This is an optimization exercise on Yosys and OpenROAD, whose aim is small area, not a production implementation.
Function was checked by simulation only, so behaviour that the tests miss may differ from the original.
Power figures rest on the tool's default switching activity, not on a simulated workload.

==> run a <==
==> flow/design.v (excerpt) <==
module axi_gpio #(
    parameter int N_GPIOS = 32,
    parameter int AXI_ADDR_WIDTH = 12,
    parameter int AXI_DATA_WIDTH = 32
)(
   input aclk,
   input aresetn,
   input  logic [N_GPIOS-1:0] gpio_in_raw ,
   output logic [N_GPIOS-1:0] gpio_out,
   output logic irq,  
   output logic arready,
   input logic [AXI_ADDR_WIDTH-1:0] araddr,
   input logic arvalid,
   output logic [AXI_DATA_WIDTH-1:0] rdata,
   output logic [1:0] rresp,
   output logic rvalid,
   input logic rready,
   input logic wvalid,
   output logic wready,
   input logic [AXI_DATA_WIDTH-1:0] wdata,
   input logic [AXI_DATA_WIDTH/8-1:0] wstrb,
   input logic bready,
   output logic bvalid,
   output logic [1:0] bresp,
   output logic awready,
   input logic [AXI_ADDR_WIDTH-1:0] awaddr,
   input logic awvalid
);
==> flow/config.mk <==
export PLATFORM = sky130hd
export DESIGN_NAME = axi_gpio
export DESIGN_NICKNAME = axi_gpio
export VERILOG_FILES = /design/flow/design.v
export SDC_FILE = /design/flow/constraint.sdc
export NUM_CORES = 4
export LEC_CHECK = 0
export CAP_MARGIN = 5
export CORE_MARGIN = 2
export CORE_UTILIZATION = 70
export PLACE_DENSITY = 0.8
export SLEW_MARGIN = 5
==> flow/constraint.sdc <==
create_clock -name core_clock -period 5.0 [get_ports {aclk}]
set_input_delay 1.0000 -clock core_clock [delete_from_list [all_inputs] [get_ports {aclk}]]
set_output_delay 1.0000 -clock core_clock [all_outputs]
set_load 0.01 [all_outputs]
standard.sh (not shown) runs the stock make flow with config.mk's settings and CLKGATE_MAP_FILE= SYNTH_SCRIPT=/design/flow/synth_recipe.tcl, a recipe that flattens the netlist after the stock synthesis.
==> flow/flow/run.sh <==
#!/bin/bash
# Own layout flow:
#  1. the standard synthesis (standard.sh synth), unchanged;
#  2. the combinational cells of its netlist are re-mapped by ABC with
#     area-oriented scripts (several seeds, smallest kept); every flip-flop
#     instance (name, cell type) is kept, and each result is proven
#     equivalent to the standard netlist before it may be used;
#  3. the standard layout from that netlist, with input/output ports
#     buffered by buf_1 cells and a clock tree of clkbuf_8 leaf clusters
#     without dummy loads.
set -uo pipefail
here=$(pwd)
R=$here/orfs/results/$FLOW_PLATFORM/axi_gpio/base
export LIB=$FLOW_HOME/platforms/$FLOW_PLATFORM/lib/sky130_fd_sc_hd__tt_025C_1v80.lib

bash standard.sh synth > synth.log 2>&1 || exit 1

python3 flow/splitlib.py $LIB seq.lib comb.lib > splitlib.log 2>&1
DU=""
for c in $(sed -n '/DONT_USE_CELLS/,/^#/p' $FLOW_HOME/platforms/$FLOW_PLATFORM/config.mk | grep -o 'sky130_fd_sc_hd__[a-z0-9_]*'); do
  DU="$DU -dont_use $c"
done
export DU
cp $R/1_2_yosys.v 1_2_yosys_std.v

for t in s0 s7 s13 fast; do
  bash flow/remap.sh 1_2_yosys_std.v 1_2_yosys_$t.v flow/remap_$t.abc $t > remap_sh_$t.log 2>&1 &
done
wait
best=""; barea=""
for t in s0 s7 s13 fast; do
  [[ -s area_$t.txt ]] || continue
  a=$(cat area_$t.txt)
  if [[ -z "$best" ]] || awk "BEGIN{exit !($a < $barea)}"; then best=$t; barea=$a; fi
done
echo "remap choice: ${best:-none} area ${barea:-n/a}" > remap_choice.log
if [[ -n "$best" ]]; then
  cp 1_2_yosys_$best.v $R/1_2_yosys.v
  rm -f $R/1_synth.odb
fi

bash standard.sh \
  BUFFER_PORTS_ARGS="-buffer_cell sky130_fd_sc_hd__buf_1" \
  CTS_ARGS="-sink_clustering_enable -repair_clock_nets -dont_use_dummy_load -buf_list sky130_fd_sc_hd__clkbuf_8 -sink_clustering_size 16 -sink_clustering_max_diameter 80 -sink_buffer_max_cap_derate 1.0" \
  finish > finish.log 2>&1
Other scripts of this flow, unchanged in this note and not shown: flow/flow/remap.sh, flow/flow/remap_fast.abc, flow/flow/remap_s0.abc, flow/flow/remap_s13.abc, flow/flow/remap_s21.abc, flow/flow/remap_s7.abc, flow/flow/splitlib.py
==> run b (differences from run a) <==
--- a/flow/flow/run.sh
+++ b/flow/flow/run.sh
@@ -41,5 +41,5 @@
 
 bash standard.sh \
   BUFFER_PORTS_ARGS="-buffer_cell sky130_fd_sc_hd__buf_1" \
-  CTS_ARGS="-sink_clustering_enable -repair_clock_nets -dont_use_dummy_load -buf_list sky130_fd_sc_hd__clkbuf_8 -sink_clustering_size 16 -sink_clustering_max_diameter 80 -sink_buffer_max_cap_derate 1.0" \
+  CTS_ARGS="-sink_clustering_enable -repair_clock_nets -dont_use_dummy_load -buf_list sky130_fd_sc_hd__clkbuf_16 -sink_clustering_size 28 -sink_clustering_max_diameter 100 -sink_buffer_max_cap_derate 1.0" \
   finish > finish.log 2>&1
==> flow/config.mk (replaced) <==
export PLATFORM = sky130hd
export DESIGN_NAME = axi_gpio
export DESIGN_NICKNAME = axi_gpio
export VERILOG_FILES = /design/flow/design.v
export SDC_FILE = /design/flow/constraint.sdc
export NUM_CORES = 4
export LEC_CHECK = 0
export CAP_MARGIN = 20
export CORE_MARGIN = 2
export CORE_UTILIZATION = 40
export SLEW_MARGIN = 20
==> comparison <==
In run b the first-iteration DRC count is smaller than in run a, by about 30%. In synthesized cell count, run a and run b do not differ. In sequential cell count, run b and run a do not differ. Between run b and run a, the lower utilization is in run b (gap 32 points). Combinational power: run b is lower than run a (about 1%). Final cell count: run b is larger than run a (about 10%). In run b the non-clock buffer count is higher than in run a, by 6. In run a the clock skew is higher than in run b, by 14 ps. Sequential share of layout area: run b is lower than run a (1.1 points). Power: run b is higher than run a (about 1.6%). Of run b and run a, run b has the higher cell area (gap 2.1%, measured against run a).
==> figures <==
| quantity | run a | run b |
|---|---|---|
| Status | timing/DRC/antenna clean | timing/DRC/antenna clean |
| Final worst clock skew | 51.4 ps | 37.7 ps |
| Post-layout min period | 3880 ps | 3760 ps |
| Relative contribution of sequential cells to total power | 54.4% | 53.7% |
| Total cell area at the placement stage | 0.0313 mm2 | 0.0319 mm2 |
| Detailed route wirelength on metal2 | 39,300 um | 42,700 um |
| Clock tree cell share of total cell area | 2.19% | 2.37% |
| HPWL reported at the end of detailed placement | 59,800 um | 63,700 um |
| Initial standard-cell utilization of the core | 70.8% | 40.5% |
| Standard-cell row count | 75 | 99 |
| Power dissipated in the clock network | 2.70 mW | 2.92 mW |
| Lkg Pwr | 11.5 nW | 11.5 nW |
| Headroom to the max-slew limit | 27.0% | 26.7% |
| Proportion of total power due to net switching | 35.3% | 34.8% |
| Required time of the worst setup path | 5580 ps | 5530 ps |
| Worst slack at placement | 1370 ps | 1420 ps |
| Routed met1 length | 33,400 um | 40,900 um |
| Fmax | 257 MHz | 266 MHz |
| Maximum level of the CTS H-tree | 2 | 1 |
| Total design power | 13.2 mW | 13.4 mW |
| Final WS setup | 1120 ps | 1240 ps |
| Slowest stage cell, crit path | sky130_fd_sc_hd__dfrtp_2 | sky130_fd_sc_hd__nor2_1 |
| Clock Tree Root | sky130_fd_sc_hd__clkbuf_8 | sky130_fd_sc_hd__clkbuf_16 |


==> trial 15: inputs <==
axi_gpio again, from the RTL that the note above started with.
export LEC_CHECK = 0
export CAP_MARGIN = 20
export CORE_MARGIN = 2
export CORE_UTILIZATION = 40
export SLEW_MARGIN = 20
create_clock -name core_clock -period 5.0 [get_ports {aclk}]
==> flow/flow/run.sh <==
#!/bin/bash
# Own layout flow:
#  1. the standard synthesis (standard.sh synth), unchanged;
#  2. the combinational cells of its netlist are re-mapped by ABC with
#     area-oriented scripts (several seeds, smallest kept); every flip-flop
#     instance (name, cell type) is kept, and each result is proven
#     equivalent to the standard netlist before it may be used;
#  3. the standard layout from that netlist, with input/output ports
#     buffered by buf_1 cells and a clock tree of clkbuf_8 leaf clusters
#     without dummy loads.
set -uo pipefail
here=$(pwd)
R=$here/orfs/results/$FLOW_PLATFORM/axi_gpio/base
export LIB=$FLOW_HOME/platforms/$FLOW_PLATFORM/lib/sky130_fd_sc_hd__tt_025C_1v80.lib

bash standard.sh synth > synth.log 2>&1 || exit 1

python3 flow/splitlib.py $LIB seq.lib comb.lib > splitlib.log 2>&1
DU=""
for c in $(sed -n '/DONT_USE_CELLS/,/^#/p' $FLOW_HOME/platforms/$FLOW_PLATFORM/config.mk | grep -o 'sky130_fd_sc_hd__[a-z0-9_]*'); do
  DU="$DU -dont_use $c"
done
export DU
cp $R/1_2_yosys.v 1_2_yosys_std.v

for t in s0 s7 s13 fast; do
  bash flow/remap.sh 1_2_yosys_std.v 1_2_yosys_$t.v flow/remap_$t.abc $t > remap_sh_$t.log 2>&1 &
done
wait
best=""; barea=""
for t in s0 s7 s13 fast; do
  [[ -s area_$t.txt ]] || continue
  a=$(cat area_$t.txt)
  if [[ -z "$best" ]] || awk "BEGIN{exit !($a < $barea)}"; then best=$t; barea=$a; fi
done
echo "remap choice: ${best:-none} area ${barea:-n/a}" > remap_choice.log
if [[ -n "$best" ]]; then
  cp 1_2_yosys_$best.v $R/1_2_yosys.v
  rm -f $R/1_synth.odb
fi

bash standard.sh \
  BUFFER_PORTS_ARGS="-buffer_cell sky130_fd_sc_hd__buf_1" \
  CTS_ARGS="-sink_clustering_enable -repair_clock_nets -dont_use_dummy_load -buf_list sky130_fd_sc_hd__clkbuf_8 -sink_clustering_size 14 -sink_clustering_max_diameter 80 -sink_buffer_max_cap_derate 1.0" \
  finish > finish.log 2>&1
==> flow/flow/remap.sh <==
#!/bin/bash
# usage: remap.sh in.v out.v script.abc tag
# Re-maps the combinational cells of in.v with ABC; flip-flops are kept as
# they are (black boxes). Writes out.v and the log remap_<tag>.log.
in=$1; out=$2; scr=$3; tag=$4
cat > remap_$tag.ys <<EOF
read_liberty -lib seq.lib
read_liberty -ignore_miss_func comb.lib
read_verilog $in
hierarchy -top $FLOW_TOP
flatten
opt_clean -purge
abc -liberty $LIB $DU -script $scr
opt_clean -purge
splitnets
opt_clean -purge
hilomap -singleton -hicell sky130_fd_sc_hd__conb_1 HI -locell sky130_fd_sc_hd__conb_1 LO
insbuf -buf sky130_fd_sc_hd__buf_4 A X
rename -enumerate -pattern remap_%_ w:\\\$*
rename -enumerate -pattern remapc_%_ c:\\\$*
stat -liberty $LIB
write_verilog -noattr -noexpr -nohex -nodec $out
EOF
yosys -l remap_$tag.log -q remap_$tag.ys > /dev/null 2>&1 || exit 1
# formal check: the re-mapped netlist must equal the standard one
cat > equiv_$tag.ys <<EOF
read_liberty -ignore_miss_func seq.lib
read_liberty -ignore_miss_func comb.lib
read_verilog $in
rename $FLOW_TOP gold
read_verilog $out
rename $FLOW_TOP gate
flatten
opt_clean
async2sync
equiv_make gold gate equiv
hierarchy -top equiv
equiv_simple -seq 2
equiv_induct
equiv_status -assert
EOF
yosys -l equiv_$tag.log -q equiv_$tag.ys > /dev/null 2>&1 || exit 1
grep -q "Equivalence successfully proven" equiv_$tag.log || exit 1
grep "Chip area" remap_$tag.log | awk '{print $NF}' > area_$tag.txt
==> flow/flow/remap_fast.abc <==
strash
dc2
dc2
dch -f
amap
topo
==> flow/flow/remap_s0.abc <==
strash
&get -n
&deepsyn -J 50 -T 240 -S 0
&put
dch -f
amap -m -F 4 -A 10 -C 2000
topo
==> flow/flow/remap_s13.abc <==
strash
&get -n
&deepsyn -J 50 -T 240 -S 13
&put
dch -f
amap -m -F 4 -A 10 -C 2000
topo
==> flow/flow/remap_s21.abc <==
strash
&get -n
&deepsyn -J 50 -T 240 -S 21
&put
dch -f
amap -m -F 4 -A 10 -C 2000
topo
==> flow/flow/remap_s7.abc <==
strash
&get -n
&deepsyn -J 50 -T 240 -S 7
&put
dch -f
amap -m -F 4 -A 10 -C 2000
topo
Other scripts of this flow, unchanged in this note and not shown: flow/flow/splitlib.py
==> build 83 (differences from trial 15) <==
--- a/flow/design.v
+++ b/flow/design.v
@@ -39,13 +39,11 @@
   localparam logic [3:0] LVL_POL_W  = 4'hA;
   localparam logic [3:0] VERSION_W  = 4'hB;
   localparam logic [3:0] SCRATCH_W  = 4'hC;
   localparam logic [3:0] DEBOUNCE_W = 4'hD;
   logic [31:0] dir_q, out_q, irq_mask_q, irq_status_q;
-  logic [31:0] edge_en_q, edge_npol_q, lvl_npol_q, scratch_q;
-  wire [31:0] edge_pol_q = ~edge_npol_q;
-  wire [31:0] lvl_pol_q = ~lvl_npol_q;
+  logic [31:0] edge_en_q, edge_pol_q, lvl_pol_q, scratch_q;
   logic [7:0]  debounce_cfg_q;
   logic [31:0] in_meta, in_sync, in_db_q, in_db_d;
   logic [7:0]  db_cnt [0:31];
   logic [3:0]  awcode_q;
   logic [31:0] wdata_q;
@@ -93,12 +91,12 @@
     if (!aresetn) begin
       dir_q          <= '0;
       out_q          <= '0;
       irq_mask_q     <= '0;
       edge_en_q      <= '0;
-      edge_npol_q    <= '0;
-      lvl_npol_q     <= '0;
+      edge_pol_q     <= '1;
+      lvl_pol_q      <= '1;
       scratch_q      <= '0;
       debounce_cfg_q <= '0;
       clr_p1         <= 1'b0;
       clr_p2         <= 1'b0;
     end else begin
@@ -108,12 +106,12 @@
           if (wr_out)  out_q[i]      <= wdata_q[i];
           if (wr_set & wdata_q[i]) out_q[i] <= 1'b1;
           if (wr_clr & wdata_q[i]) out_q[i] <= 1'b0;
           if (wr_mask) irq_mask_q[i] <= wdata_q[i];
           if (wr_een)  edge_en_q[i]  <= wdata_q[i];
-          if (wr_epol) edge_npol_q[i] <= ~wdata_q[i];
-          if (wr_lpol) lvl_npol_q[i]  <= ~wdata_q[i];
+          if (wr_epol) edge_pol_q[i] <= wdata_q[i];
+          if (wr_lpol) lvl_pol_q[i]  <= wdata_q[i];
           if (wr_scr)  scratch_q[i]  <= wdata_q[i];
         end
       end
       if (wr_db & wstrb_q[0]) debounce_cfg_q <= wdata_q[7:0];
       clr_p1 <= wr_iclr;
==> flow/flow/run.sh (replaced) <==
#!/bin/bash
# Own layout flow:
#  1. the standard synthesis (standard.sh synth), unchanged;
#  2. the combinational cells of its netlist are re-mapped by ABC with an
#     area-oriented script; every flip-flop instance (name, cell type) is kept;
#  3. the standard layout from that netlist, with input/output ports
#     buffered by buf_1 cells and no CTS dummy loads.
set -euo pipefail
here=$(pwd)
R=$here/orfs/results/$FLOW_PLATFORM/axi_gpio/base
LIB=$FLOW_HOME/platforms/$FLOW_PLATFORM/lib/sky130_fd_sc_hd__tt_025C_1v80.lib

bash standard.sh synth > synth.log 2>&1

python3 flow/splitlib.py $LIB seq.lib comb.lib > splitlib.log 2>&1
DU=""
for c in $(sed -n '/DONT_USE_CELLS/,/^#/p' $FLOW_HOME/platforms/$FLOW_PLATFORM/config.mk | grep -o 'sky130_fd_sc_hd__[a-z0-9_]*'); do
  DU="$DU -dont_use $c"
done
cp $R/1_2_yosys.v 1_2_yosys_std.v
cat > remap.ys <<EOF
read_liberty -lib seq.lib
read_liberty -ignore_miss_func comb.lib
read_verilog 1_2_yosys_std.v
hierarchy -top $FLOW_TOP
flatten
opt_clean -purge
abc -liberty $LIB $DU -script $here/flow/remap.abc
opt_clean -purge
splitnets
opt_clean -purge
hilomap -singleton -hicell sky130_fd_sc_hd__conb_1 HI -locell sky130_fd_sc_hd__conb_1 LO
insbuf -buf sky130_fd_sc_hd__buf_4 A X
rename -enumerate -pattern remap_%_ w:\$*
rename -enumerate -pattern remapc_%_ c:\$*
stat -liberty $LIB
write_verilog -noattr -noexpr -nohex -nodec 1_2_yosys_remap.v
EOF
yosys -l remap.log -q remap.ys > /dev/null 2>&1
cp 1_2_yosys_remap.v $R/1_2_yosys.v
rm -f $R/1_synth.odb

bash standard.sh \
  BUFFER_PORTS_ARGS="-buffer_cell sky130_fd_sc_hd__buf_1" \
  CTS_ARGS="-sink_clustering_enable -repair_clock_nets -dont_use_dummy_load" \
  finish > finish.log 2>&1
==> flow/flow/remap.abc (new file) <==
strash
dc2
dc2
dch -f
amap
topo
removed: flow/flow/remap.sh
removed: flow/flow/remap_fast.abc
removed: flow/flow/remap_s0.abc
removed: flow/flow/remap_s13.abc
removed: flow/flow/remap_s21.abc
removed: flow/flow/remap_s7.abc
==> trial 81 (differences from trial 15) <==
CAP_MARGIN = 5   (was 20)
GPL_TIMING_DRIVEN = 0   (was not set)
SLEW_MARGIN = 5   (was 20)
==> qor.txt <==
most common cell after layout, fill and taps aside: nor2_1
outcome: complete, no violations
Reg2Reg Depth: 7
Worst Path Arrival: 3.28 ns
Hold WC Path Type: flip-flop to flip-flop
met2 Usage GRT: 38.59%
switch share: 33.34%
clock power share: 31.5%
family with the most delay on the worst path: simple AND/OR/NAND/NOR gates
GPL Wtd Cong: 0.9518
met1 Use GR: 36.55%
[end of results for build 83]
==> qor.txt <==
met1 Use GR: 33.81%
outcome: complete, no violations
GPL Wtd Cong: 0.8321
Hold WC Path Type: primary input to async pin
clock power share: 22.0%
met2 Usage GRT: 39.06%
family with the most delay on the worst path: compound AO/OA/AOI/OAI gates
Reg2Reg Depth: 12
[end of results for trial 81]
==> qor.txt <==
most common cell after layout, fill and taps aside: clkinv_1
switch share: 35.42%
Worst Path Arrival: 2.76 ns
outcome: complete, no violations
met2 Usage GRT: 38.57%
Hold WC Path Type: primary input to async pin
GPL Wtd Cong: 0.8858
met1 Use GR: 33.80%
Reg2Reg Depth: 7
[end of results for trial 15]

[what the ideal ports hide]
How much do the figures lean on ideal ports? The routed layouts below were timed once more, with nothing changed but the port constraints. Step 1: set_driving_cell puts a clkbuf_16 on aclk and a buf_2 on each other input, an assumption about the parent block. Step 2 times the ports against the registers' clock, not the clock port: input delays grow and output delays shrink by t, the midpoint of the rising clock arrivals with the driver on. a / b / c = ideal / step 1 / step 2; a / b = the first two.
| run | t, ns | setup WS [ns] | worst hold slack (ns) | worst register clock-pin slew, ns | worst data-port slew with drivers (ns) |
|---|---|---|---|---|---|
| run a | 0.738 | 1.116 / 1.116 / 1.116 | 0.348 / 0.319 / 0.354 | 0.11 / 0.11 | 0.12 |
| run b | 0.690 | 1.241 / 1.241 / 1.193 | 0.334 / 0.296 / 0.355 | 0.11 / 0.11 | 0.09 |
| trial 15 | 0.757 | 1.244 / 1.184 / 1.234 | 0.271 / 0.238 / 0.350 | 0.10 / 0.10 | 0.09 |
| build 83 | 0.683 | 0.723 / 0.658 / 0.769 | 0.344 / 0.344 / 0.344 | 0.06 / 0.06 | 0.12 |
| trial 81 | 0.748 | 0.853 / 0.853 / 0.148 | 0.169 / 0.127 / 0.337 | 0.10 / 0.10 | 0.08 |
After both steps setup and hold are still met in every run listed. For trial 81, which loses most, drivers alone change the setup slack by 0.000 ns; drivers and shift together by -0.705 ns.
